From an optimization exercise on the open Yosys and OpenROAD flow, aimed at small area and a short achievable clock period; shortcuts taken in it are not production practice.
The RTL was checked by simulation tests, not by an equivalence proof against the original design.
The clock cells of runs 5 and 6 come from the design's own scripts or RTL, not from TritonCTS.
No driver is modelled on the clock port, so clock power and skew are understated where the tree is cut down; a real chip needs a root buffer or a tree.
Power and IR drop assume default switching activity.

## flow/design.v (module list and top-level ports; edited modules follow where they fit)
// module FullAdd: 10 lines
// module HalfAdd: 9 lines
// module Multiplier_32bit: 2308 lines
module Multiplier_32bit(
    input  logic        clk,
    input  logic        rst,
    input  logic [31:0] in0,   
    input  logic [31:0] in1,   
    output logic        done,
    output logic [63:0] result
);
  // ...
==> flow/flow/run.sh <==
#!/bin/bash
set -euo pipefail
export BUFFER_PORTS_ARGS="-buffer_cell sky130_fd_sc_hd__buf_2"
bash standard.sh > standard_flow.log 2>&1
==> flow/standard.sh <==
#!/bin/bash
# synth_recipe.tcl (not shown) runs the flow's synth.tcl, then flattens the netlist and writes it again
# the make line also repeats each setting of config.mk as NAME=value (left out here)
make -C /OpenROAD-flow-scripts/flow DESIGN_CONFIG=/design/flow/config.mk WORK_HOME=/design/flow/orfs CLKGATE_MAP_FILE= SYNTH_SCRIPT=/design/flow/synth_recipe.tcl "${@:-finish}"
==> flow/config.mk <==
export PLATFORM = sky130hd
export DESIGN_NAME = Multiplier_32bit
export DESIGN_NICKNAME = Multiplier_32bit
export VERILOG_FILES = /design/flow/design.v
export SDC_FILE = /design/flow/constraint.sdc
export NUM_CORES = 4
export LEC_CHECK = 0
export ABC_AREA = 1
export CAP_MARGIN = 0
export CORE_MARGIN = 2
export CORE_UTILIZATION = 40
export GPL_TIMING_DRIVEN = 0
export PLACE_DENSITY = 0.6
export SLEW_MARGIN = 0
export SYNTH_HIERARCHICAL = 1
==> flow/constraint.sdc <==
create_clock -name core_clock -period 28.0 [get_ports {clk}]
set_input_delay 5.6000 -clock core_clock [delete_from_list [all_inputs] [get_ports {clk}]]
set_output_delay 5.6000 -clock core_clock [all_outputs]
set_load 0.01 [all_outputs]
==> summary.txt, run 1 <==
- Result of the run: no timing/DRC/antenna violations
- Wire length per cell: 30.41 um
- Buffers excl. clock: 390
- Maximum clock frequency: 149.9 MHz
- Kind of path behind the tightest hold check: reg2reg
- Internal power summed over all cells: 2.053 mW
- Hold slack final: 0.3500 ns
- Post-CTS setup repair buffer count: 0
- Reported max-cap violation count: 0
- Final Routed Wirelength: 111.3 mm
- Number of global-route vias before repair: 22724
- Max-Slew Margin vs Limit: a little under an eighth
- Maximum fanout encountered on the critical timing path: 1
- Synthesis-stage register bit count: between 200 and 300
- Largest register FFs: 64
- Synth Area in Adders: 39.02%
- Sw Share: 45.54%
- Final-layout clock-cell area share: under 10%
- Dominant kind of cell: multi-input gates
- Number of enable-type register cells in the synthesized netlist: 0
- Predominant post-synthesis flop cell: sky130_fd_sc_hd__dfxtp_1
- Multi-input logic cell count: 1982
- Floorplan die height: 260.8 um
- Synth Instances: about 2600
- Asr flop ratio synth: 1.172%
- Top cells by count, synth: 482 x sky130_fd_sc_hd__xor2_1, 465 x sky130_fd_sc_hd__o22ai_1, 425 x sky130_fd_sc_hd__fa_1
- Peak ir drop on the vdd network: ~110 uV
- Total CTS buffers: 27
- Kind of cell adding the most delay to the critical path: flip-flops
- Share of the final layout cell area in multi-input gates: approximately two thirds
- Met3 usage in global routing: under 10%
- Critical register-to-register path endpoint: ra_q[36]$_DFF_P_
- Share of total power in sequential cells: about 17%
- CTS tree: done
- Commonest non-fill, non-tap cell in the layout: sky130_fd_sc_hd__xor2_1
- Starting Density: 40.28%
- Sequential portion of the cell area: ~18%
- Min cycle time layout: approximately 6.7 ns
- Power, Total: 3.769 mW
- Crit end category: output port
- Timing startpoint of the critical path: p_q[58]$_DFF_P_
- Latest clock arrival within the worst-skew pair: a little over 0.6 ns
- Die boundary width: ~260 um
- Basic-gate share of the synthesized area counting and, or, nand and nor cells: 4.618%
- Combinational-cell power consumption: 2.74 mW
==> run 2, diff against run 1 <==
==> flow/config.mk (replaced) <==
export PLATFORM = sky130hd
export DESIGN_NAME = Multiplier_32bit
export DESIGN_NICKNAME = Multiplier_32bit
export VERILOG_FILES = /design/flow/design.v
export SDC_FILE = /design/flow/constraint.sdc
export NUM_CORES = 4
export LEC_CHECK = 0
export ABC_AREA = 1
export CAP_MARGIN = 20
export CORE_MARGIN = 2
export CORE_UTILIZATION = 60
export CTS_CLUSTER_DIAMETER = 60
export CTS_CLUSTER_SIZE = 30
export PLACE_DENSITY = 0.75
export SLEW_MARGIN = 20
export SYNTH_HIERARCHICAL = 1
==> run 2 against run 1 <==
Net effect:
- still clean
- synthesized area unchanged
- clock skew rose by 0.0058 ns
- combinational power about the same
- critical path type unchanged
==> summary.txt, run 2 <==
- Worst endpoint required time: 22.40 ns (about the same)
- Global-route wire length before repair: 124.5 mm (was 159.5 mm)
- Yosys warning total: 7 (unchanged)
- Kind of start point of the critical path: flop (unchanged)
- Die boundary width: 213.7 um (was 260.8 um)
- Number of clock sinks seen by CTS: 256 (unchanged)
- Number of placed I/O pins: 131 (unchanged)
- Layout cell share with drive strength beyond 1: 11.74% (was 9.481%)
- R2R cell count: 11 (was 12)
- Site row count: 76 (was 94)
- Number of global-route vias before repair: 22680 (was 22724)
- Number of nets produced by synthesis: 3249 (unchanged)
- Crit path arrival time: 1.05 ns (was 1.07 ns)
- Predominant post-synthesis flop cell: sky130_fd_sc_hd__dfxtp_1 (unchanged)
- Wire length per cell: 24.86 um (was 30.41 um)
- RSZ-0062 raised after global routing: no (unchanged)
- Leakage power total: 12.11 nW (was 12.23 nW)
- Number of nets with antenna violations after routing: 0 (unchanged)
- Share of Yosys cell area claimed by the top area cell type: 32.24% (unchanged)
- Final Routed Wirelength: 79.14 mm (was 111.3 mm)
- Maximum level of the CTS H-tree: 1 (unchanged)
- Hold Crit Endpoint: done_q[2]$_DFF_PN0_ (was done_q[1]$_DFF_PN0_)
- Number of enable-type register cells in the synthesized netlist: 0 (unchanged)
- Post-Syn Area: 0.02639 mm2 (unchanged)
- Maximum cell stage delay along the critical path: 0.34 ns (was 0.31 ns)
- Register-to-register path setup slack: 22.17 ns (was 21.83 ns)
- Crit-path slowest cell: sky130_fd_sc_hd__dfxtp_1 (unchanged)
- Starting Density: 60.99% (was 40.28%)
- Global-route congestion overflow total: 0 (unchanged)
- Largest register FFs: 64 (unchanged)
- Commonest non-fill, non-tap cell in the layout: sky130_fd_sc_hd__xor2_1 (unchanged)
- Number of nets in the finished design: 3216 (was 3408)
- Min cycle time layout: 6.653 ns (was 6.672 ns)
- Critical path buffer and inverter count: 1 (unchanged)
- Critical register-to-register path endpoint: ra_q[34]$_DFF_P_ (was ra_q[36]$_DFF_P_)
- Weighted congestion at the end of routability-driven global placement: 0.9836 (was 1.028)
- Most used cells in the layout excluding fill and tap cells: 482 x sky130_fd_sc_hd__xor2_1, 465 x sky130_fd_sc_hd__o22ai_1, 425 x sky130_fd_sc_hd__fa_1 (unchanged)
- DIE AREA: 0.04567 mm2 (was 0.06804 mm2)
- Peak ir drop on the vdd network: 94.76 uV (was 108.2 uV)
- Placeable core region: 0.04327 mm2 (was 0.06551 mm2)
- Reported max-cap violation count: 0 (unchanged)
- Final-report max-slew violation count: 0 (unchanged)
- Worst Setup Path Type: reg2out (unchanged)
- Number of antenna violations at the first check in global routing: 1 (was 3)
- Number of DRC markers in iteration 0: 2863 (was 2399)
- Global-route total usage across every layer: 35.72% (was 32.97%)
- Post-CTS Hold Fix Bufs: 0 (unchanged)
- Floorplan die height: 213.7 um (was 260.8 um)
- Maximum fanout encountered on the critical timing path: 1 (unchanged)
- Pre-antenna DRT Iters: 6 (was 8)
- Leading cell type by number of instances after synthesis: sky130_fd_sc_hd__xor2_1 (unchanged)
- Register with the most flip-flops: p_q (unchanged)
- Post-CTS setup repair buffer count: 0 (unchanged)
- Registers with the most flip-flops: p_q: 64 flops, ra_q: 63 flops, rb_q: 62 flops (unchanged)
- CTS Buffer Depth: 3 (unchanged)
- Post-synthesis cell type with the largest combined area: sky130_fd_sc_hd__fa_1 (unchanged)
- Placed instance area: 0.02743 mm2 (was 0.02812 mm2)
- CTS tree: done (unchanged)
- IO buf count: 130 (unchanged)
- Minimum setup slack in the final design: 21.35 ns (was 21.33 ns)
- Post-cts repair resize count: 0 (unchanged)
- Max-Slew Margin vs Limit: 21.18% (was 11.87%)
- Syn-to-layout area delta: 7.416% (was 10.30%)
- Clock Root Buffer: sky130_fd_sc_hd__clkbuf_16 (unchanged)
- Top cells by area in the synthesized netlist: sky130_fd_sc_hd__fa_1 32%, sky130_fd_sc_hd__dfxtp_1 19%, sky130_fd_sc_hd__xor2_1 16% (unchanged)
- Post-synthesis cell type count: 36 (unchanged)
- Result of the run: no timing/DRC/antenna violations (unchanged)
- Final-report hold violation count: 0 (unchanged)
- Critical-path cell list: buf_2 (unchanged)
- Summed area of non-filler cells in the final layout: 0.02834 mm2 (was 0.02911 mm2)
- Clock Skew: 0.04803 ns (was 0.04223 ns)
- Total power density per cell area: 130.5 mW/mm2 (was 129.5 mW/mm2)
- Asr flop ratio synth: 1.172% (unchanged)
- Worst hold path depth: 0 (unchanged)
- Sequential fraction of the synthesis area: 19.48% (unchanged)
- Fill cell count: 3336 (was 6339)
- Pin count of the biggest net entering global routing: 65 (was 15)
- Kind of cell adding the most delay to the critical path: flip-flops (unchanged)
- Clock Pin Slew Worst Setup and Hold Paths: 0.10 ns (was 0.06 ns)
- Post-route fraction of the period consumed by the critical path: 23.76% (was 23.83%)
- Post-synthesis area per instance: 10.09 um2 (unchanged)
- Vias/cell: 6.726 (was 5.960)
- Final-report setup violation count: 0 (unchanged)
- Synth Instances: 2615 (unchanged)
- Total CTS buffers: 22 (was 27)
- Top cells by count, synth: 482 x sky130_fd_sc_hd__xor2_1, 465 x sky130_fd_sc_hd__o22ai_1, 425 x sky130_fd_sc_hd__fa_1 (unchanged)
- Reg2reg start: b_q[15]$_DFF_P_ (was b_q[11]$_DFF_P_)
- Inserted Diodes: 0 (was 1)
- Post-route core utilization: 65.51% (was 44.43%)
- Final total negative setup slack: 0 ns (unchanged)
- HPWL after detailed placement: 53.24 mm (was 88.94 mm)
- Kind of path behind the tightest hold check: reg2reg (unchanged)
- Slew at the pin closest to its max-slew limit: 1.178 ns (was 1.308 ns)
- Total via count in the routed design: 21408 (was 21814)
- Final routed DRC violation total: 0 (unchanged)
- Hold Startpoint: done_q[1]$_DFF_PN0_ (was done_q[0]$_DFF_PN0_)
- Crit end category: output port (unchanged)
- Pre-CTS setup slack: 21.94 ns (was 21.90 ns)
- Latest clock arrival within the worst-skew pair: 0.59 ns (was 0.61 ns)
- Synthesis-stage register bit count: 256 (unchanged)
- Maximum clock frequency: 150.3 MHz (was 149.9 MHz)
run 2: metal layers:
layer / GRT usage [%] / wire length [um] / share of wire (%)
met5: 0 / 0 / 0
met4: 20.62 / 5080 / 6.4
met3: 12.57 / 12000 / 15
met2: 53.81 / 34380 / 43
met1: 44.77 / 27670 / 35
run 2: logic make-up after synthesis:
logic type	count (synthesis)	share of synthesized area (%)
flops	256	19.48
other cells	1	0.01421
buf+inv	377	5.642
compound gates	615	14.26
xor+xnor	511	16.96
simple gates	287	4.618
fa+ha+maj	568	39.02
run 2: final cells by class:
| class | instances | area, um2 | area share (%) |
|---|---|---|---|
| inverter | 117 | 439.2 | 1.549 |
| multi-input combinational | 1982 | 19880 | 70.13 |
| clock buffer | 22 | 550.5 | 1.942 |
| sequential | 256 | 5160 | 18.20 |
| tap | 585 | 732.0 | 2.582 |
| clock inverter | 18 | 366.6 | 1.293 |
| timing repair buffer | 203 | 1219 | 4.299 |
run 2: through the flow:
stage / std cells / hold WS [ns] / power, mW
floorplan: 2615 / 0.3258 / 2.594
global placement: 3142 / 0.3386 / 3.235
detailed placement: 3143 / 0.3356 / 3.366
CTS: 3183 / 0.3602 / 3.747
global route: 3183 / 0.3713 / 4.142
finish: 3183 / 0.3546 / 3.700
run 2: report_power, final:
| group | internal (mW) | total (mW) | switching [mW] |
|---|---|---|---|
| Sequential | 0.593 | 0.638 | 0.0448 |
| Clock | 0.170 | 0.356 | 0.187 |
| Combinational | 1.22 | 2.71 | 1.49 |
run 2: how the worst max path moves through the flow:
stage,endpoint,cells after the start,start,slack [ns]
CTS,result[1],1,p_q[1]$_DFF_P_,21.33
floorplan,done,0,done_q[2]$_DFF_PN0_,22.02
global route,result[14],1,p_q[14]$_DFF_P_,21.31
global placement,done,1,done_q[2]$_DFF_PN0_,21.94
detailed placement,done,1,done_q[2]$_DFF_PN0_,21.94
finish,result[63],1,p_q[63]$_DFF_P_,21.35
run 2: Yosys stat by module, one instance, submodules excluded:
| module | flip-flops and latches | area (um2) | cells inside |
|---|---|---|---|
| FullAdd | 0 | 20.02 | 1 |
| Multiplier_32bit | 256 | 16620 | 2089 |
| HalfAdd | 0 | 12.51 | 1 |
==> run 3, diff against run 2 <==
--- a/flow/config.mk
+++ b/flow/config.mk
@@ -9,8 +9,8 @@
 export CAP_MARGIN = 20
 export CORE_MARGIN = 2
 export CORE_UTILIZATION = 60
-export CTS_CLUSTER_DIAMETER = 60
-export CTS_CLUSTER_SIZE = 30
+export CTS_CLUSTER_DIAMETER = 80
+export CTS_CLUSTER_SIZE = 25
 export PLACE_DENSITY = 0.75
 export SLEW_MARGIN = 20
 export SYNTH_HIERARCHICAL = 1
==> run 3 against run 2 <==
Net effect:
- synthesized cell count unchanged
- global-route usage rose by 0.14 points
- power decreased by 1.6%
- worst setup slack improved by 0.013 ns
- count of clock-buffer cells in the layout decreased by 4
- sequential power hardly changed
- design area fell by 0.92%
- register-to-register slack worse by 0.02 ns
- clock power shrank 18%
- critical path type unchanged
- flip-flop and latch count is the same
==> summary.txt, run 3 <==
- Multiplexer area fraction after synthesis: 0% (unchanged)
- Internal power summed over all cells: 1.953 mW (was 1.982 mW)
- Comb power frac: 74.5% (was 73.1%)
- Busiest grt layer: met2 (unchanged)
- Synth Area in Adders: 39.02% (unchanged)
- Met3 usage in global routing: 11.67% (was 12.57%)
- Global-route total usage across every layer: 35.86% (was 35.72%)
- Clock Pin Slew Worst Setup and Hold Paths: 0.09 ns (was 0.10 ns)
- Yosys warning total: 7 (unchanged)
- Leakage power total: 12.00 nW (was 12.11 nW)
- Number of DRC markers in iteration 0: 2942 (was 2863)
- Kind of path behind the tightest hold check: reg2reg (unchanged)
- Parity-gate share of the synthesized area counting xor and xnor cells: 16.96% (unchanged)
- Syn-to-layout area delta: 6.429% (was 7.416%)
- Basic-gate share of the synthesized area counting and, or, nand and nor cells: 4.618% (unchanged)
- Dominant combinational cell family by area after synthesis: adder cells (unchanged)
- Pre-antenna DRT Iters: 8 (was 6)
- Commonest non-fill, non-tap cell in the layout: sky130_fd_sc_hd__xor2_1 (unchanged)
- Hold slack final: 0.3521 ns (was 0.3546 ns)
- Clock Root Buffer: sky130_fd_sc_hd__clkbuf_16 (unchanged)
- Share of Yosys cell area claimed by the top area cell type: 32.24% (unchanged)
- Number of enable-type register cells in the synthesized netlist: 0 (unchanged)
- Maximum clock frequency: 150.6 MHz (was 150.3 MHz)
- Final total negative setup slack: 0 ns (unchanged)
- Post-route fraction of the period consumed by the critical path: 23.72% (was 23.76%)
- Inserted Diodes: 0 (unchanged)
- CTS Buffer Depth: 3 (unchanged)
- Post-Syn Area: 0.02639 mm2 (unchanged)
- Worst endpoint required time: 22.40 ns (about the same)
- Clock Skew: 0.04209 ns (was 0.04803 ns)
- Layout cell share with drive strength beyond 1: 11.36% (was 11.74%)
- Number of global-route vias before repair: 22800 (was 22680)
- Min cycle time layout: 6.640 ns (was 6.653 ns)
- Number of nets with antenna violations after routing: 0 (unchanged)
- Site row count: 76 (unchanged)
- CTS tree: done (unchanged)
- Global-route wire length before repair: 124.9 mm (was 124.5 mm)
- Post-CTS setup repair buffer count: 0 (unchanged)
- Asr flop ratio synth: 1.172% (unchanged)
- Maximum cell stage delay along the critical path: 0.34 ns (about the same)
- Critical path buffer and inverter count: 1 (unchanged)
- Floorplan die height: 213.7 um (unchanged)
- Proportion of power drawn by the clock network: 8.0% (was 9.6%)
- GRT met2 Usage: 53.96% (was 53.81%)
- Starting Density: 60.99% (unchanged)
- Number of placed I/O pins: 131 (unchanged)
- Number of nets produced by synthesis: 3249 (unchanged)
- Latest clock arrival within the worst-skew pair: 0.58 ns (was 0.59 ns)
- Final-report max-slew violation count: 0 (unchanged)
- Met1 track demand over resource: 45.16% (was 44.77%)
- Maximum level of the CTS H-tree: 1 (unchanged)
- Compound-gate portion of the synthesized area: 14.26% (unchanged)
- Weighted congestion at the end of routability-driven global placement: 0.9836 (unchanged)
- Critical-path cell list: buf_2 (unchanged)
- Share of total power in sequential cells: 17.5% (was 17.2%)
- DIE AREA: 0.04567 mm2 (unchanged)
- Number of clock sinks seen by CTS: 256 (unchanged)
- Crit-path slowest cell: sky130_fd_sc_hd__dfxtp_1 (unchanged)
- IO buf count: 130 (unchanged)
- Vias/cell: 6.754 (was 6.726)
- Peak ir drop on the vdd network: 86.89 uV (was 94.76 uV)
- Total CTS buffers: 18 (was 22)
- Final-report hold violation count: 0 (unchanged)
- Net switching power: 1.688 mW (was 1.718 mW)
- Top cells by count, synth: 482 x sky130_fd_sc_hd__xor2_1, 465 x sky130_fd_sc_hd__o22ai_1, 425 x sky130_fd_sc_hd__fa_1 (unchanged)
- Leading cell type by number of instances after synthesis: sky130_fd_sc_hd__xor2_1 (unchanged)
- Synth Instances: 2615 (unchanged)
- Post-synthesis cell type with the largest combined area: sky130_fd_sc_hd__fa_1 (unchanged)
- Number of nets in the finished design: 3212 (was 3216)
- Post-synthesis area per instance: 10.09 um2 (unchanged)
- Reported max-cap violation count: 0 (unchanged)
- Final routed DRC violation total: 0 (unchanged)
- Total power density per cell area: 129.6 mW/mm2 (was 130.5 mW/mm2)
- HPWL after detailed placement: 53.24 mm (unchanged)
- Power, Total: 3.641 mW (was 3.700 mW)
- Registers with the most flip-flops: p_q: 64 flops, ra_q: 63 flops, rb_q: 62 flops (unchanged)
- Fill cell count: 3360 (was 3336)
- Placeable core region: 0.04327 mm2 (unchanged)
- Largest register FFs: 64 (unchanged)
- Post-cts repair resize count: 0 (unchanged)
- Synthesis-stage register bit count: 256 (unchanged)
- Max-Slew Margin vs Limit: 21.64% (was 21.18%)
- Kind of cell adding the most delay to the critical path: flip-flops (unchanged)
- Final Routed Wirelength: 79.57 mm (was 79.14 mm)
- Register with the most flip-flops: p_q (unchanged)
- Slew at the pin closest to its max-slew limit: 1.171 ns (was 1.178 ns)
- Most used cells in the layout excluding fill and tap cells: 482 x sky130_fd_sc_hd__xor2_1, 465 x sky130_fd_sc_hd__o22ai_1, 425 x sky130_fd_sc_hd__fa_1 (unchanged)
- Wire length per cell: 25.09 um (was 24.86 um)
- Number of antenna violations at the first check in global routing: 1 (unchanged)
- Kind of start point of the critical path: flop (unchanged)
- Final-report setup violation count: 0 (unchanged)
- Cells after DPL: 3143 (unchanged)
- Global-route congestion overflow total: 0 (unchanged)
- Maximum fanout encountered on the critical timing path: 1 (unchanged)
- RSZ-0062 raised after global routing: no (unchanged)
- Worst Setup Path Type: reg2out (unchanged)
- Total via count in the routed design: 21425 (was 21408)
- Result of the run: no timing/DRC/antenna violations (unchanged)
- Crit end category: output port (unchanged)
- Sequential fraction of the synthesis area: 19.48% (unchanged)
- Die boundary width: 213.7 um (unchanged)
- Post-CTS Hold Fix Bufs: 0 (unchanged)
- Final cell count without fillers: 3172 (was 3183)
- Post-synthesis cell type count: 36 (unchanged)
- Sw Share: 46.35% (was 46.43%)
- Predominant post-synthesis flop cell: sky130_fd_sc_hd__dfxtp_1 (unchanged)
- Pin count of the biggest net entering global routing: 65 (unchanged)
- Top cells by area in the synthesized netlist: sky130_fd_sc_hd__fa_1 32%, sky130_fd_sc_hd__dfxtp_1 19%, sky130_fd_sc_hd__xor2_1 16% (unchanged)
- Crit path arrival time: 1.04 ns (was 1.05 ns)
[run 3: area by class of cell]
type / count / area, um2 / area share, %
Multi-Input combinational cell: 1982 / 19880 / 70.78
Clock inverter: 11 / 206.4 / 0.7351
Tap cell: 585 / 732.0 / 2.606
Timing Repair Buffer: 203 / 1219 / 4.339
Sequential cell: 256 / 5160 / 18.37
Clock buffer: 18 / 450.4 / 1.604
Inverter: 117 / 439.2 / 1.564
[run 3: per-layer routing]
metal	share of wire [%]	wire length (um)
met5	0.074	59
met1	35	28040
met2	44	34870
met4	6.4	5055
met3	15	11550
[run 3: through the flow]
| step | setup slack (ns) | util [%] | instance area (um2) |
|---|---|---|---|
| after detailed placement | 21.94 | 63.39 | 27430 |
| after CTS | 21.34 | 64.91 | 28080 |
| after global routing | 21.33 | 64.91 | 28080 |
| after global placement | 21.94 | 63.32 | 27400 |
| after floorplan | 22.02 | - | 26390 |
| final | 21.36 | 64.91 | 28080 |
[run 3: final timing paths]
kind / depth (start not counted) / end / slack [ns] / startpoint
min in group asynchronous: 1 / done_q[2]$_DFF_PN0_ / 4.84 / rst
setup / recovery: 1 / result[63] / 21.36 / p_q[63]$_DFF_P_
setup reg to reg: 11 / ra_q[34]$_DFF_P_ / 22.15 / b_q[15]$_DFF_P_
max in group asynchronous: 1 / done_q[0]$_DFF_PN0_ / 23.06 / rst
hold reg to reg: 0 / done_q[1]$_DFF_PN0_ / 0.35 / done_q[0]$_DFF_PN0_
hold / removal: 0 / done_q[1]$_DFF_PN0_ / 0.35 / done_q[0]$_DFF_PN0_
[run 3: cell families (layout without fill, tap and decap cells)]
group | count (synthesis) | in the layout
xor gates and xnor gates | 511 | 511
AOI/OAI and AO/OA | 615 | 615
other | 1 | 1
adders and majority gates | 568 | 568
and+or+nand+nor | 287 | 287
buffers and inverters | 377 | 349
DFF | 256 | 256
[run 3: per-module statistics from Yosys (local to each module, per instance)]
module | cells inside | flops+latches
FullAdd | 1 | 0
Multiplier_32bit | 2089 | 256
HalfAdd | 1 | 0
[run 3: power groups by stage]
stage               Sequential (mW)  Combinational (mW)  Clock (mW)
finish                        0.638                2.71       0.292
CTS                           0.639                2.74       0.300
floorplan                     0.661                1.93           0
global route                  0.653                3.11       0.312
detailed placement            0.646                2.72           0
global placement              0.642                2.59           0
==> run 4, diff against run 3 <==
--- a/flow/config.mk
+++ b/flow/config.mk
@@ -8,9 +8,9 @@
 export ABC_AREA = 1
 export CAP_MARGIN = 20
 export CORE_MARGIN = 2
-export CORE_UTILIZATION = 60
+export CORE_UTILIZATION = 55
 export CTS_CLUSTER_DIAMETER = 80
-export CTS_CLUSTER_SIZE = 25
-export PLACE_DENSITY = 0.75
+export CTS_CLUSTER_SIZE = 30
+export PLACE_DENSITY = 0.65
 export SLEW_MARGIN = 20
 export SYNTH_HIERARCHICAL = 1
==> run 4 against run 3 <==
Net effect:
- still clean on timing, DRC and antenna
- sequential power barely moved
- worst setup slack got worse by 0.0080 ns
- utilization fell by 5.6 points
- combinational power fell by 1%
- maximum frequency fell by 0.12%
- wire length rose by 2.3%
- non-clock buffer count did not move
- global-route usage fell by 2.6 points
- largest power group unchanged
==> summary.txt, run 4 <==
- Final-report hold violation count: 0 (unchanged)
- Total CTS buffers: 18 (unchanged)
- Starting Density: 55.50% (was 60.99%)
- Registers with the most flip-flops: p_q: 64 flops, ra_q: 63 flops, rb_q: 62 flops (unchanged)
- IO buf count: 130 (unchanged)
- Number of DRC markers in iteration 0: 2682 (was 2942)
- Asr flop ratio synth: 1.172% (unchanged)
- Top cells by area in the synthesized netlist: sky130_fd_sc_hd__fa_1 32%, sky130_fd_sc_hd__dfxtp_1 19%, sky130_fd_sc_hd__xor2_1 16% (unchanged)
- Yosys warning total: 7 (unchanged)
- Number of nets in the finished design: 3212 (unchanged)
- Post-CTS setup repair buffer count: 0 (unchanged)
- Maximum fanout encountered on the critical timing path: 1 (unchanged)
- Predominant post-synthesis flop cell: sky130_fd_sc_hd__dfxtp_1 (unchanged)
- Kind of path behind the tightest hold check: reg2reg (unchanged)
- Min cycle time layout: 6.648 ns (was 6.640 ns)
- Sequential fraction of the synthesis area: 19.48% (unchanged)
- Number of enable-type register cells in the synthesized netlist: 0 (unchanged)
- Total via count in the routed design: 20976 (was 21425)
- Number of antenna violations at the first check in global routing: 2 (was 1)
- Number of clock sinks seen by CTS: 256 (unchanged)
- Kind of start point of the critical path: flop (unchanged)
- Final routed DRC violation total: 0 (unchanged)
- DIE AREA: 0.04975 mm2 (was 0.04567 mm2)
- Worst endpoint required time: 22.40 ns (about the same)
- Pre-antenna DRT Iters: 6 (was 8)
- Post-synthesis cell type count: 36 (unchanged)
- Final total negative setup slack: 0 ns (unchanged)
- Site row count: 80 (was 76)
- Result of the run: no timing/DRC/antenna violations (unchanged)
- CTS tree: done (unchanged)
- Syn-to-layout area delta: 6.804% (was 6.429%)
- Number of nets with antenna violations after routing: 0 (unchanged)
- Post-synthesis area per instance: 10.09 um2 (unchanged)
- Worst Setup Path Type: reg2out (unchanged)
- Critical path buffer and inverter count: 1 (unchanged)
- Share of Yosys cell area claimed by the top area cell type: 32.24% (unchanged)
- CTS Buffer Depth: 3 (unchanged)
- Most used cells in the layout excluding fill and tap cells: 482 x sky130_fd_sc_hd__xor2_1, 465 x sky130_fd_sc_hd__o22ai_1, 425 x sky130_fd_sc_hd__fa_1 (unchanged)
- Global-route total usage across every layer: 33.24% (was 35.86%)
- Peak ir drop on the vdd network: 76.81 uV (was 86.89 uV)
- Clock Root Buffer: sky130_fd_sc_hd__clkbuf_16 (unchanged)
- Global-route congestion overflow total: 0 (unchanged)
- Synth Instances: 2615 (unchanged)
- Leakage power total: 12.01 nW (was 12.00 nW)
- Placeable core region: 0.04755 mm2 (was 0.04327 mm2)
- Top cells by count, synth: 482 x sky130_fd_sc_hd__xor2_1, 465 x sky130_fd_sc_hd__o22ai_1, 425 x sky130_fd_sc_hd__fa_1 (unchanged)
- Total power density per cell area: 128.1 mW/mm2 (was 129.6 mW/mm2)
- Die boundary width: 223.0 um (was 213.7 um)
- Fill cell count: 3949 (was 3360)
- Layout cell share with drive strength beyond 1: 11.43% (was 11.36%)
- Post-Syn Area: 0.02639 mm2 (unchanged)
- Post-CTS Hold Fix Bufs: 0 (unchanged)
- Crit-path slowest cell: sky130_fd_sc_hd__dfrtp_1 (was sky130_fd_sc_hd__dfxtp_1)
- HPWL after detailed placement: 54.29 mm (was 53.24 mm)
- Post-route fraction of the period consumed by the critical path: 23.74% (was 23.72%)
- Max-Slew Margin vs Limit: 24.93% (was 21.64%)
- Clock Pin Slew Worst Setup and Hold Paths: 0.08 ns (was 0.09 ns)
- Number of nets produced by synthesis: 3249 (unchanged)
- Synthesis-stage register bit count: 256 (unchanged)
- Post-synthesis cell type with the largest combined area: sky130_fd_sc_hd__fa_1 (unchanged)
- Crit end category: output port (unchanged)
- Final-report max-slew violation count: 0 (unchanged)
- Post-route core utilization: 59.28% (was 64.91%)
- Number of global-route vias before repair: 22485 (was 22800)
- Final-report setup violation count: 0 (unchanged)
- Leading cell type by number of instances after synthesis: sky130_fd_sc_hd__xor2_1 (unchanged)
- Weighted congestion at the end of routability-driven global placement: 0.9426 (was 0.9836)
- Commonest non-fill, non-tap cell in the layout: sky130_fd_sc_hd__xor2_1 (unchanged)
- Critical-path cell list: buf_2 (unchanged)
- Slew at the pin closest to its max-slew limit: 1.125 ns (was 1.171 ns)
- Wire length per cell: 25.38 um (was 25.09 um)
- Global-route wire length before repair: 127.9 mm (was 124.9 mm)
- Power, Total: 3.610 mW (was 3.641 mW)
- Vias/cell: 6.543 (was 6.754)
- Final cell count without fillers: 3206 (was 3172)
- Register with the most flip-flops: p_q (unchanged)
- Latest clock arrival within the worst-skew pair: 0.58 ns (about the same)
- RSZ-0062 raised after global routing: no (unchanged)
- Largest register FFs: 64 (unchanged)
- Cells after DPL: 3172 (was 3143)
- Kind of cell adding the most delay to the critical path: flip-flops (unchanged)
- Maximum level of the CTS H-tree: 1 (unchanged)
- Number of placed I/O pins: 131 (unchanged)
- Final Routed Wirelength: 81.37 mm (was 79.57 mm)
- Post-cts repair resize count: 0 (unchanged)
- Floorplan die height: 223.0 um (was 213.7 um)
- Clock Skew: 0.03434 ns (was 0.04209 ns)
- Crit path arrival time: 1.05 ns (was 1.04 ns)
- Maximum cell stage delay along the critical path: 0.36 ns (was 0.34 ns)
- Reported max-cap violation count: 0 (unchanged)
- Maximum clock frequency: 150.4 MHz (was 150.6 MHz)
- Pin count of the biggest net entering global routing: 65 (unchanged)
## run 4: layer usage
layer	global-route usage [%]	routed length, um	up-vias
li1	-	-	8759
met1	42.40	30940	10359
met2	51.30	35830	1500
met3	10.21	10120	356
met4	16.84	4465	2
met5	0	13	-
## run 4: where the power goes
| part | internal, mW | switching [mW] |
|---|---|---|
| clock network | 0.134 | 0.164 |
| registers | 0.593 | 0.0456 |
| logic | 1.21 | 1.46 |
| total | 1.94 | 1.67 |
## run 4: path summary, 6_finish.rpt
| kind | start | to | slack, ns | cells after the start |
|---|---|---|---|---|
| max in group asynchronous | rst | done_q[1]$_DFF_PN0_ | 23.07 | 1 |
| worst max-delay path | done_q[2]$_DFF_PN0_ | done | 21.35 | 1 |
| worst min-delay path | done_q[0]$_DFF_PN0_ | done_q[1]$_DFF_PN0_ | 0.35 | 0 |
| worst min register to register | done_q[0]$_DFF_PN0_ | done_q[1]$_DFF_PN0_ | 0.35 | 0 |
| worst max register to register | b_q[9]$_DFF_P_ | ra_q[36]$_DFF_P_ | 21.97 | 12 |
| min in group asynchronous | rst | done_q[2]$_DFF_PN0_ | 4.82 | 1 |
## run 4: kinds of logic after synthesis
group,after synthesis,share of synthesized area [%]
buffers and inverters,377,5.642
XOR/XNOR,511,16.96
AND/OR/NAND/NOR,287,4.618
adder cells (fa/ha/maj),568,39.02
other,1,0.01421
AO/OA/AOI/OAI,615,14.26
flip-flops,256,19.48
## run 4: Yosys stat by module (local to each module, per instance)
module | times used | cells inside | flip-flops and latches | cell area [um2]
Multiplier_32bit | 1 | 2089 | 256 | 16620
FullAdd | 425 | 1 | 0 | 20.02
HalfAdd | 101 | 1 | 0 | 12.51
## run 4: through the flow
stage                     hold WS, ns  worst slack [ns]  instance area, um2
final                          0.3521             21.35               28180
after global routing           0.3743             21.30               28180
after CTS                      0.3538             21.33               28150
after detailed placement       0.3347             21.93               27460
after global placement         0.3355             21.93               27460
after floorplan                0.3258             22.02               26390
## run 4: area by class of cell
cell class	count	area [um2]	area share, %
multi-input combinational	1982	19900	70.61
sequential	256	5160	18.31
timing repair buffer	203	1219	4.324
tap	615	769.5	2.730
clock buffer	18	450.4	1.598
inverter	117	439.2	1.558
clock inverter	14	242.7	0.8613
antenna	1	2.502	0.008879
==> run 5, diff against run 4 <==
==> flow/flow/run.sh (replaced) <==
#!/bin/bash
# The standard layout with two changes:
#  - the port buffers are plain buf_2 cells (BUFFER_PORTS_ARGS);
#  - after CTS, flow/clock_tree.tcl (ORFS's POST_CTS_TCL hook) replaces the
#    clock tree with a shallow two-level tree of clkbuf_16 cells.
# ORFS writes each step's log under orfs/logs; make's own output goes to
# standard_flow.log here.
set -euo pipefail
export BUFFER_PORTS_ARGS="-buffer_cell sky130_fd_sc_hd__buf_2"
export POST_CTS_TCL="$PWD/flow/clock_tree.tcl"
bash standard.sh > standard_flow.log 2>&1
==> flow/flow/clock_tree.tcl (new file) <==

proc ct_cluster {pts NX NY} {
  set n [llength $pts]
  set byx [lsort -real -index 1 $pts]
  set groups {}
  for {set cx 0} {$cx < $NX} {incr cx} {
    set a [expr {int(round(double($cx)*$n/$NX))}]
    set b [expr {int(round(double($cx+1)*$n/$NX))-1}]
    set col [lsort -real -index 2 [lrange $byx $a $b]]
    set m [llength $col]
    for {set cy 0} {$cy < $NY} {incr cy} {
      set a2 [expr {int(round(double($cy)*$m/$NY))}]
      set b2 [expr {int(round(double($cy+1)*$m/$NY))-1}]
      set g [lrange $col $a2 $b2]
      if {[llength $g]} { lappend groups $g }
    }
  }
  return $groups
}

proc ct_centroid {g} {
  set sx 0.0; set sy 0.0
  foreach p $g { set sx [expr {$sx + [lindex $p 1]}]; set sy [expr {$sy + [lindex $p 2]}] }
  return [list [expr {$sx/[llength $g]}] [expr {$sy/[llength $g]}]]
}

proc ct_rebuild {NX NY MX MY leafcell rootcell} {
  set block [ord::get_db_block]
  set db [ord::get_db]
  set dbu [$block getDbUnitsPerMicron]
  set clknet [$block findNet clk]

  # collect the clock tree cells and the flip-flop clock pins below the port
  set tree_insts {}
  set tree_nets {}
  set sinks {}
  set todo [list $clknet]
  while {[llength $todo]} {
    set net [lindex $todo 0]
    set todo [lrange $todo 1 end]
    foreach it [$net getITerms] {
      if {![$it isInputSignal]} continue
      set inst [$it getInst]
      set master [$inst getMaster]
      if {[$master isSequential]} {
        lappend sinks $it
      } else {
        lappend tree_insts $inst
        foreach ot [$inst getITerms] {
          if {[$ot isOutputSignal] && [$ot getNet] ne "NULL"} {
            lappend tree_nets [$ot getNet]
            lappend todo [$ot getNet]
          }
        }
      }
    }
  }
  puts "clock tree: removing [llength $tree_insts] cells, [llength $tree_nets] nets; [llength $sinks] flip-flops"
  foreach it $sinks { $it disconnect }
  foreach inst $tree_insts { odb::dbInst_destroy $inst }
  foreach net $tree_nets { odb::dbNet_destroy $net }

  set pts {}
  foreach it $sinks {
    set b [[$it getInst] getBBox]
    lappend pts [list $it [expr {([$b xMin]+[$b xMax])/2.0/$dbu}] [expr {([$b yMin]+[$b yMax])/2.0/$dbu}]]
  }
  set leaves {}
  set i 0
  foreach g [ct_cluster $pts $NX $NY] {
    lassign [ct_centroid $g] cx cy
    set inst [odb::dbInst_create $block [$db findMaster $leafcell] "clktree_leaf_$i"]
    set net [odb::dbNet_create $block "clktree_leaf_net_$i"]
    $net setSigType CLOCK
    [$inst findITerm X] connect $net
    foreach p $g { [lindex $p 0] connect $net }
    $inst setLocation [expr {int($cx*$dbu)}] [expr {int($cy*$dbu)}]
    $inst setPlacementStatus PLACED
    lappend leaves [list $inst $cx $cy]
    puts "clock leaf $i: [llength $g] flip-flops at [format %.1f $cx] [format %.1f $cy]"
    incr i
  }
  set j 0
  foreach g [ct_cluster $leaves $MX $MY] {
    lassign [ct_centroid $g] cx cy
    set inst [odb::dbInst_create $block [$db findMaster $rootcell] "clktree_root_$j"]
    set net [odb::dbNet_create $block "clktree_root_net_$j"]
    $net setSigType CLOCK
    [$inst findITerm A] connect $clknet
    [$inst findITerm X] connect $net
    foreach p $g { [[lindex $p 0] findITerm A] connect $net }
    $inst setLocation [expr {int($cx*$dbu)}] [expr {int($cy*$dbu)}]
    $inst setPlacementStatus PLACED
    puts "clock root $j: [llength $g] leaves at [format %.1f $cx] [format %.1f $cy]"
    incr j
  }
}

ct_rebuild 4 4 2 2 sky130_fd_sc_hd__clkbuf_16 sky130_fd_sc_hd__clkbuf_16
detailed_placement
check_placement -verbose
estimate_parasitics -placement
report_clock_latency
--- a/flow/config.mk
+++ b/flow/config.mk
@@ -8,9 +8,9 @@
 export ABC_AREA = 1
 export CAP_MARGIN = 20
 export CORE_MARGIN = 2
-export CORE_UTILIZATION = 55
+export CORE_UTILIZATION = 60
 export CTS_CLUSTER_DIAMETER = 80
-export CTS_CLUSTER_SIZE = 30
-export PLACE_DENSITY = 0.65
+export CTS_CLUSTER_SIZE = 25
+export PLACE_DENSITY = 0.75
 export SLEW_MARGIN = 20
 export SYNTH_HIERARCHICAL = 1
==> run 5 against run 4 <==
Net effect:
- still clean on timing, DRC and antenna
- utilization is 5.3 points higher
- global-route usage is 2.9 points higher
- design area is 0.91% lower
- first-iteration DRC count is 13% higher
- register-to-register slack better by 0.17 ns
==> summary.txt, run 5 <==
- Pre-CTS setup slack: 21.94 ns (was 21.93 ns)
- Most used cells in the layout excluding fill and tap cells: 482 x sky130_fd_sc_hd__xor2_1, 465 x sky130_fd_sc_hd__o22ai_1, 425 x sky130_fd_sc_hd__fa_1 (unchanged)
- Sequential fraction of the synthesis area: 19.48% (unchanged)
- Final routed DRC violation total: 0 (unchanged)
- Top cells by area in the synthesized netlist: sky130_fd_sc_hd__fa_1 32%, sky130_fd_sc_hd__dfxtp_1 19%, sky130_fd_sc_hd__xor2_1 16% (unchanged)
- Commonest non-fill, non-tap cell in the layout: sky130_fd_sc_hd__xor2_1 (unchanged)
- Crit-path slowest cell: sky130_fd_sc_hd__dfrtp_1 (unchanged)
- Summed area of non-filler cells in the final layout: 0.02793 mm2 (was 0.02818 mm2)
- Post-synthesis cell type with the largest combined area: sky130_fd_sc_hd__fa_1 (unchanged)
- Site row count: 76 (was 80)
- Asr flop ratio synth: 1.172% (unchanged)
- RSZ-0062 raised after global routing: no (unchanged)
- Crit path arrival time: 0.80 ns (was 1.05 ns)
- Number of clock sinks seen by CTS: 256 (unchanged)
- Number of nets with antenna violations after routing: 0 (unchanged)
- Latest clock arrival within the worst-skew pair: 0.35 ns (was 0.58 ns)
- Synthesis-stage register bit count: 256 (unchanged)
- DIE AREA: 0.04567 mm2 (was 0.04975 mm2)
- Final-report max-slew violation count: 0 (unchanged)
- Final-report hold violation count: 0 (unchanged)
- Global-route wire length before repair: 125.3 mm (was 127.9 mm)
- Layout cell share with drive strength beyond 1: 11.06% (was 11.43%)
- Min cycle time layout: 6.397 ns (was 6.648 ns)
- Final-report setup violation count: 0 (unchanged)
- Number of global-route vias before repair: 22910 (was 22485)
- Crit end category: output port (unchanged)
- Worst endpoint required time: 22.40 ns (about the same)
- Number of nets in the finished design: 3214 (was 3212)
- Synth Instances: 2615 (unchanged)
- Reported max-cap violation count: 0 (unchanged)
- Placeable core region: 0.04327 mm2 (was 0.04755 mm2)
- Kind of start point of the critical path: flop (unchanged)
- Post-route fraction of the period consumed by the critical path: 22.85% (was 23.74%)
- Register-to-register path setup slack: 22.14 ns (was 21.97 ns)
- Result of the run: no timing/DRC/antenna violations (unchanged)
- Global-route congestion overflow total: 0 (unchanged)
- Kind of path behind the tightest hold check: reg2reg (unchanged)
- Maximum fanout encountered on the critical timing path: 1 (unchanged)
- Registers with the most flip-flops: p_q: 64 flops, ra_q: 63 flops, rb_q: 62 flops (unchanged)
- Placed instance area: 0.02743 mm2 (was 0.02746 mm2)
- Worst Setup Path Type: reg2out (unchanged)
- Leading cell type by number of instances after synthesis: sky130_fd_sc_hd__xor2_1 (unchanged)
- Leakage power total: 11.94 nW (was 12.01 nW)
- Die boundary width: 213.7 um (was 223.0 um)
- Slew at the pin closest to its max-slew limit: 1.175 ns (was 1.125 ns)
- Post-synthesis cell type count: 36 (unchanged)
- Wire length per cell: 25.26 um (was 25.38 um)
- Number of antenna violations at the first check in global routing: 1 (was 2)
- Post-Syn Area: 0.02639 mm2 (unchanged)
- Post-synthesis area per instance: 10.09 um2 (unchanged)
- Final total negative setup slack: 0 ns (unchanged)
- Final Routed Wirelength: 79.89 mm (was 81.37 mm)
- Minimum setup slack in the final design: 21.60 ns (was 21.35 ns)
- Number of DRC markers in iteration 0: 3036 (was 2682)
- Yosys warning total: 7 (unchanged)
- Hold slack final: 0.3487 ns (was 0.3521 ns)
- Critical path buffer and inverter count: 1 (unchanged)
- Peak ir drop on the vdd network: 84.87 uV (was 76.81 uV)
- Share of Yosys cell area claimed by the top area cell type: 32.24% (unchanged)
- Kind of cell adding the most delay to the critical path: flip-flops (unchanged)
- Floorplan die height: 213.7 um (was 223.0 um)
- Top cells by count, synth: 482 x sky130_fd_sc_hd__xor2_1, 465 x sky130_fd_sc_hd__o22ai_1, 425 x sky130_fd_sc_hd__fa_1 (unchanged)
- Total via count in the routed design: 21560 (was 20976)
- IO buf count: 130 (unchanged)
- Predominant post-synthesis flop cell: sky130_fd_sc_hd__dfxtp_1 (unchanged)
- Starting Density: 60.99% (was 55.50%)
- Register with the most flip-flops: p_q (unchanged)
- Syn-to-layout area delta: 5.837% (was 6.804%)
- Clock Pin Slew Worst Setup and Hold Paths: 0.07 ns (was 0.08 ns)
- Clock Skew: 0.05898 ns (was 0.03434 ns)
- Maximum clock frequency: 156.3 MHz (was 150.4 MHz)
- Inserted Diodes: 0 (was 1)
- Max-Slew Margin vs Limit: 21.37% (was 24.93%)
- Global-route total usage across every layer: 36.17% (was 33.24%)
- Number of nets produced by synthesis: 3249 (unchanged)
- Critical-path cell list: buf_2 (unchanged)
- HPWL after detailed placement: 53.24 mm (was 54.29 mm)
- Vias/cell: 6.816 (was 6.543)
- Pin count of the biggest net entering global routing: 65 (unchanged)
- Fill cell count: 3361 (was 3949)
- Total power density per cell area: 128.9 mW/mm2 (was 128.1 mW/mm2)
- Weighted congestion at the end of routability-driven global placement: 0.9836 (was 0.9426)
- Cells after DPL: 3143 (was 3172)
- Largest register FFs: 64 (unchanged)
- Pre-antenna DRT Iters: 9 (was 6)
- Final cell count without fillers: 3163 (was 3206)
- Number of enable-type register cells in the synthesized netlist: 0 (unchanged)
- Maximum cell stage delay along the critical path: 0.35 ns (was 0.36 ns)
- Number of placed I/O pins: 131 (unchanged)
==> run 5: metrics by stage <==
step,utilization (%),power [mW]
2_1_floorplan,-,2.594
3_3_place_gp,63.32,3.235
3_5_place_dp,63.39,3.366
5_1_grt,64.55,4.032
6_report,64.55,3.601
==> run 5: cell type report <==
cell class | count | area (um2) | share of cell area (%)
repair buffers | 203 | 1219 | 4.364
plain buffers | 20 | 500.5 | 1.792
flip-flops and latches | 256 | 5160 | 18.48
multi-input cells | 1982 | 19880 | 71.18
well taps | 585 | 732.0 | 2.621
inverters | 117 | 439.2 | 1.573
==> run 5: kinds of logic (layout without fill, tap and decap cells) <==
group           count (synthesis)  count (layout)  share of synthesized area [%]
other cells                     1               1                        0.01421
simple gates                  287             287                          4.618
fa+ha+maj                     568             568                          39.02
xor+xnor                      511             511                          16.96
flops                         256             256                          19.48
compound gates                615             615                          14.26
buf+inv                       377             340                          5.642
==> run 5: Yosys stat by module, one instance, submodules excluded <==
| module | cells | flip-flops and latches | area [um2] | times used |
|---|---|---|---|---|
| Multiplier_32bit | 2089 | 256 | 16620 | 1 |
| FullAdd | 1 | 0 | 20.02 | 425 |
| HalfAdd | 1 | 0 | 12.51 | 101 |
==> run 5: path summary, 6_finish.rpt <==
path,to,start,cells after the start
max,done,done_q[2]$_DFF_PN0_,1
min,done_q[1]$_DFF_PN0_,done_q[0]$_DFF_PN0_,0
max reg2reg,ra_q[30]$_DFF_P_,b_q[13]$_DFF_P_,11
min reg2reg,done_q[1]$_DFF_PN0_,done_q[0]$_DFF_PN0_,0
max in group asynchronous,done_q[2]$_DFF_PN0_,rst,1
min in group asynchronous,done_q[0]$_DFF_PN0_,rst,1
==> run 5: worst reg2reg max path, cell delays in order, from the launching register on <==
cell	delay [ns]
sky130_fd_sc_hd__dfxtp_2	0.32
sky130_fd_sc_hd__buf_4	0.59
sky130_fd_sc_hd__inv_1	0.32
sky130_fd_sc_hd__o21ai_4	0.94
sky130_fd_sc_hd__o22ai_1	0.20
sky130_fd_sc_hd__xor2_1	0.22
sky130_fd_sc_hd__fa_1	0.61
sky130_fd_sc_hd__fa_1	0.50
sky130_fd_sc_hd__fa_1	0.53
sky130_fd_sc_hd__fa_1	0.52
sky130_fd_sc_hd__fa_1	0.52
sky130_fd_sc_hd__fa_1	0.48
==> run 5: per-layer routing <==
layer	vias up	share of wire (%)	global-route usage, %
met5	-	0	0
li1	8748	-	-
met4	0	6.9	22.58
met2	1975	44	54.28
met3	548	15	12.55
met1	10289	35	44.94
==> run 5: power breakdown <==
part	internal, mW	switching (mW)	leakage (nW)
Sequential	0.593	0.0450	2.17
Clock	0.127	0.121	0.246
Combinational	1.22	1.49	9.52
==> run 6, diff against run 5 <==
--- a/flow/flow/run.sh
+++ b/flow/flow/run.sh
@@ -2,7 +2,7 @@
 # The standard layout with two changes:
 #  - the port buffers are plain buf_2 cells (BUFFER_PORTS_ARGS);
 #  - after CTS, flow/clock_tree.tcl (ORFS's POST_CTS_TCL hook) replaces the
-#    clock tree with a shallow two-level tree of clkbuf_16 cells.
+#    clock tree with a shallow two-level tree of inv_16 cells.
 # ORFS writes each step's log under orfs/logs; make's own output goes to
 # standard_flow.log here.
 set -euo pipefail
--- a/flow/flow/clock_tree.tcl
+++ b/flow/flow/clock_tree.tcl
@@ -22,6 +22,13 @@
   set sx 0.0; set sy 0.0
   foreach p $g { set sx [expr {$sx + [lindex $p 1]}]; set sy [expr {$sy + [lindex $p 2]}] }
   return [list [expr {$sx/[llength $g]}] [expr {$sy/[llength $g]}]]
+}
+
+proc ct_out {inst} {
+  set m [$inst getMaster]
+  foreach mt [$m getMTerms] {
+    if {[$mt getIoType] eq "OUTPUT"} { return [$mt getName] }
+  }
 }
 
 proc ct_rebuild {NX NY MX MY leafcell rootcell} {
@@ -72,7 +79,7 @@
     set inst [odb::dbInst_create $block [$db findMaster $leafcell] "clktree_leaf_$i"]
     set net [odb::dbNet_create $block "clktree_leaf_net_$i"]
     $net setSigType CLOCK
-    [$inst findITerm X] connect $net
+    [$inst findITerm [ct_out $inst]] connect $net
     foreach p $g { [lindex $p 0] connect $net }
     $inst setLocation [expr {int($cx*$dbu)}] [expr {int($cy*$dbu)}]
     $inst setPlacementStatus PLACED
@@ -87,7 +94,7 @@
     set net [odb::dbNet_create $block "clktree_root_net_$j"]
     $net setSigType CLOCK
     [$inst findITerm A] connect $clknet
-    [$inst findITerm X] connect $net
+    [$inst findITerm [ct_out $inst]] connect $net
     foreach p $g { [[lindex $p 0] findITerm A] connect $net }
     $inst setLocation [expr {int($cx*$dbu)}] [expr {int($cy*$dbu)}]
     $inst setPlacementStatus PLACED
@@ -96,7 +103,7 @@
   }
 }
 
-ct_rebuild 4 4 2 2 sky130_fd_sc_hd__clkbuf_16 sky130_fd_sc_hd__clkbuf_16
+ct_rebuild 3 4 2 2 sky130_fd_sc_hd__inv_16 sky130_fd_sc_hd__inv_16
 detailed_placement
 check_placement -verbose
 estimate_parasitics -placement
==> run 6 against run 5 <==
Net effect:
- worst hold slack about the same
- global-route usage shrank 0.16 points
- power fell by 1.7%
- register-to-register slack is essentially flat
- synthesized cell count stayed put
- maximum frequency grew 2.9%
- utilization decreased by 0.42 points
- largest cell class unchanged
- highest routed layer is now met5
==> summary.txt, run 6 <==
- Result of the run: no timing/DRC/antenna violations (unchanged)
- Yosys warning total: 7 (unchanged)
- Final total negative setup slack: 0 ns (unchanged)
- Number of nets produced by synthesis: 3249 (unchanged)
- Kind of start point of the critical path: flop (unchanged)
- Number of nets with antenna violations after routing: 0 (unchanged)
- Crit end category: output port (unchanged)
- Floorplan die height: 213.7 um (unchanged)
- Global-route total usage across every layer: 36.02% (was 36.17%)
- Slew at the pin closest to its max-slew limit: 1.170 ns (was 1.175 ns)
- Leading cell type by number of instances after synthesis: sky130_fd_sc_hd__xor2_1 (unchanged)
- Number of nets in the finished design: 3210 (was 3214)
- Internal power summed over all cells: 1.858 mW (was 1.944 mW)
- Die boundary width: 213.7 um (unchanged)
- IO buf count: 130 (unchanged)
- Hold Crit Endpoint: done_q[1]$_DFF_PN0_ (unchanged)
- Number of enable-type register cells in the synthesized netlist: 0 (unchanged)
- Starting Density: 60.99% (unchanged)
- Synth Instances: 2615 (unchanged)
- Timing startpoint of the critical path: done_q[2]$_DFF_PN0_ (unchanged)
- Final Routed Wirelength: 79.46 mm (was 79.89 mm)
- Share of Yosys cell area claimed by the top area cell type: 32.24% (unchanged)
- Post-route core utilization: 64.13% (was 64.55%)
- Cells after DPL: 3143 (unchanged)
- Latest clock arrival within the worst-skew pair: 0.15 ns (was 0.35 ns)
- Pre-CTS setup slack: 21.94 ns (unchanged)
- Hold Startpoint: done_q[0]$_DFF_PN0_ (unchanged)
- Post-synthesis area per instance: 10.09 um2 (unchanged)
- Worst Setup Path Type: reg2out (unchanged)
- Layout cell share with drive strength beyond 1: 10.92% (was 11.06%)
- Final-report hold violation count: 0 (unchanged)
- Number of DRC markers in iteration 0: 3120 (was 3036)
- Max-Slew Margin vs Limit: 21.72% (was 21.37%)
- Weighted congestion at the end of routability-driven global placement: 0.9836 (unchanged)
- Leakage power total: 11.85 nW (was 11.94 nW)
- Peak ir drop on the vdd network: 80.62 uV (was 84.87 uV)
- Most used cells in the layout excluding fill and tap cells: 482 x sky130_fd_sc_hd__xor2_1, 465 x sky130_fd_sc_hd__o22ai_1, 425 x sky130_fd_sc_hd__fa_1 (unchanged)
- Asr flop ratio synth: 1.172% (unchanged)
- Predominant post-synthesis flop cell: sky130_fd_sc_hd__dfxtp_1 (unchanged)
- Number of global-route vias before repair: 22783 (was 22910)
- Post-Syn Area: 0.02639 mm2 (unchanged)
- Sequential fraction of the synthesis area: 19.48% (unchanged)
- Critical-path cell list: buf_2 (unchanged)
- Total via count in the routed design: 21452 (was 21560)
- Proportion of power drawn by the clock network: 5.3% (was 6.9%)
- Critical register-to-register path endpoint: ra_q[30]$_DFF_P_ (unchanged)
- Wire length per cell: 25.15 um (was 25.26 um)
- Maximum cell stage delay along the critical path: 0.35 ns (about the same)
- Number of clock sinks seen by CTS: 256 (unchanged)
- Pin count of the biggest net entering global routing: 65 (unchanged)
- Syn-to-layout area delta: 5.154% (was 5.837%)
- Clock Pin Slew Worst Setup and Hold Paths: 0.07 ns (about the same)
- Worst hold path depth: 0 (unchanged)
- Inserted Diodes: 0 (unchanged)
- Crit path arrival time: 0.62 ns (was 0.80 ns)
- Pre-antenna DRT Iters: 6 (was 9)
- Power, Total: 3.541 mW (was 3.601 mW)
- Post-route fraction of the period consumed by the critical path: 22.21% (was 22.85%)
- Register-to-register path setup slack: 22.15 ns (was 22.14 ns)
- R2R cell count: 11 (unchanged)
- Post-synthesis cell type count: 36 (unchanged)
- Number of placed I/O pins: 131 (unchanged)
- Maximum fanout encountered on the critical timing path: 1 (unchanged)
- Share of total power in sequential cells: 18.1% (was 17.7%)
- Clock Skew: 0.02601 ns (was 0.05898 ns)
- Number of antenna violations at the first check in global routing: 1 (unchanged)
- HPWL after detailed placement: 53.24 mm (unchanged)
- Placeable core region: 0.04327 mm2 (unchanged)
- Minimum setup slack in the final design: 21.78 ns (was 21.60 ns)
- Commonest non-fill, non-tap cell in the layout: sky130_fd_sc_hd__xor2_1 (unchanged)
- Top cells by area in the synthesized netlist: sky130_fd_sc_hd__fa_1 32%, sky130_fd_sc_hd__dfxtp_1 19%, sky130_fd_sc_hd__xor2_1 16% (unchanged)
- Final-report max-slew violation count: 0 (unchanged)
- Comb power frac: 76.7% (was 75.4%)
- Final-report setup violation count: 0 (unchanged)
- Kind of cell adding the most delay to the critical path: flip-flops (unchanged)
- Critical path buffer and inverter count: 1 (unchanged)
- Post-synthesis cell type with the largest combined area: sky130_fd_sc_hd__fa_1 (unchanged)
- Maximum clock frequency: 160.8 MHz (was 156.3 MHz)
- DIE AREA: 0.04567 mm2 (unchanged)
- Net switching power: 1.683 mW (was 1.657 mW)
- Synthesis-stage register bit count: 256 (unchanged)
- Top cells by count, synth: 482 x sky130_fd_sc_hd__xor2_1, 465 x sky130_fd_sc_hd__o22ai_1, 425 x sky130_fd_sc_hd__fa_1 (unchanged)
- Final routed DRC violation total: 0 (unchanged)
- Register with the most flip-flops: p_q (unchanged)
- RSZ-0062 raised after global routing: no (unchanged)
- Total power density per cell area: 127.6 mW/mm2 (was 128.9 mW/mm2)
- Crit-path slowest cell: sky130_fd_sc_hd__dfrtp_1 (unchanged)
- Worst endpoint required time: 22.40 ns (about the same)
- Registers with the most flip-flops: p_q: 64 flops, ra_q: 63 flops, rb_q: 62 flops (unchanged)
- Min cycle time layout: 6.218 ns (was 6.397 ns)
- Site row count: 76 (unchanged)
- Sw Share: 47.53% (was 46.03%)
- Final cell count without fillers: 3159 (was 3163)
- Reported max-cap violation count: 0 (unchanged)
- Vias/cell: 6.791 (was 6.816)
- Global-route wire length before repair: 124.9 mm (was 125.3 mm)
- Largest register FFs: 64 (unchanged)
- Global-route congestion overflow total: 0 (unchanged)
- Reg2reg start: b_q[15]$_DFF_P_ (was b_q[13]$_DFF_P_)
- Kind of path behind the tightest hold check: reg2reg (unchanged)
[run 6: cell count changes in the layout (fill, tap and decap cells not counted), sizes merged]
cell,change
inv,+16
clkbuf,-20
[run 6: cells by family after synthesis]
logic type	share of synthesized area, %
xor+xnor	16.96
buf+inv	5.642
simple gates	4.618
fa+ha+maj	39.02
other cells	0.01421
flops	19.48
compound gates	14.26
[run 6: layer usage]
| layer | routed length (um) | vias up | GRT usage, % |
|---|---|---|---|
| met5 | 52 | - | 0.8621 |
| met4 | 4833 | 2 | 22.05 |
| met3 | 11720 | 489 | 12.43 |
| met2 | 34910 | 1929 | 54.04 |
| met1 | 27940 | 10282 | 44.89 |
| li1 | - | 8750 | - |
[run 6: final cells by class]
type	instances	area [um2]
well taps	585	732.0
inverters	133	759.5
repair buffers	203	1219
multi-input cells	1982	19880
flip-flops and latches	256	5160
fillers	3392	15520
[run 6: stage by stage]
step                      instance area [um2]  hold WS [ns]
after global routing                    27750        0.3611
after floorplan                         26390        0.3258
after detailed placement                27430        0.3356
final                                   27750        0.3489
after global placement                  27400        0.3386
[run 6: worst max-delay path by stage]
stage           end  depth (start not counted)
3_3_place_gp   done                          1
5_1_grt        done                          1
2_1_floorplan  done                          0
3_5_place_dp   done                          1
6_report       done                          1
[run 6: modules after synthesis, one instance, submodules excluded]
module            flops+latches  cells
Multiplier_32bit            256   2089
HalfAdd                       0      1
FullAdd                       0      1
[run 6: power by group through the flow]
| stage | sequential (mW) | clock, mW | combinational [mW] |
|---|---|---|---|
| finish | 0.639 | 0.186 | 2.72 |
| global route | 0.654 | 0.208 | 3.11 |
| detailed placement | 0.646 | 0 | 2.72 |
| global placement | 0.642 | 0 | 2.59 |
| floorplan | 0.661 | 0 | 1.93 |

-- afterwards: timing with drivers on the ports --
Ports are ideal in the flow. The routed layouts listed here were re-timed in OpenROAD. Step 1 sets driving cells, clkbuf_16 on the clock port and buf_2 on the other inputs (assumed; they add their load-dependent delay and slew). Step 2 moves the port delays by t, midway between the first and last clock arrival at a register: inputs arrive t later, outputs are due t later. That takes back most of the time a late clock gives input paths. Slacks: ideal ports / drivers / drivers and shift; pairs: ideal ports / drivers.
run | t (ns) | setup WS [ns] | clock arrival spread, ns | worst register clock-pin slew, ns
run 1 | 0.655 | 21.327 / 21.263 / 21.829 | 0.042 / 0.042 | 0.06 / 0.06
run 2 | 0.624 | 21.347 / 21.286 / 21.910 | 0.048 / 0.048 | 0.10 / 0.10
run 3 | 0.611 | 21.360 / 21.302 / 21.913 | 0.043 / 0.043 | 0.09 / 0.09
run 4 | 0.625 | 21.352 / 21.294 / 21.918 | 0.035 / 0.035 | 0.10 / 0.10
run 5 | 0.449 | 21.603 / 21.470 / 21.918 | 0.059 / 0.059 | 0.11 / 0.11
run 6 | 0.356 | 21.782 / 21.557 / 21.913 | 0.026 / 0.025 | 0.08 / 0.08
After both steps setup and hold are still met in every run listed.
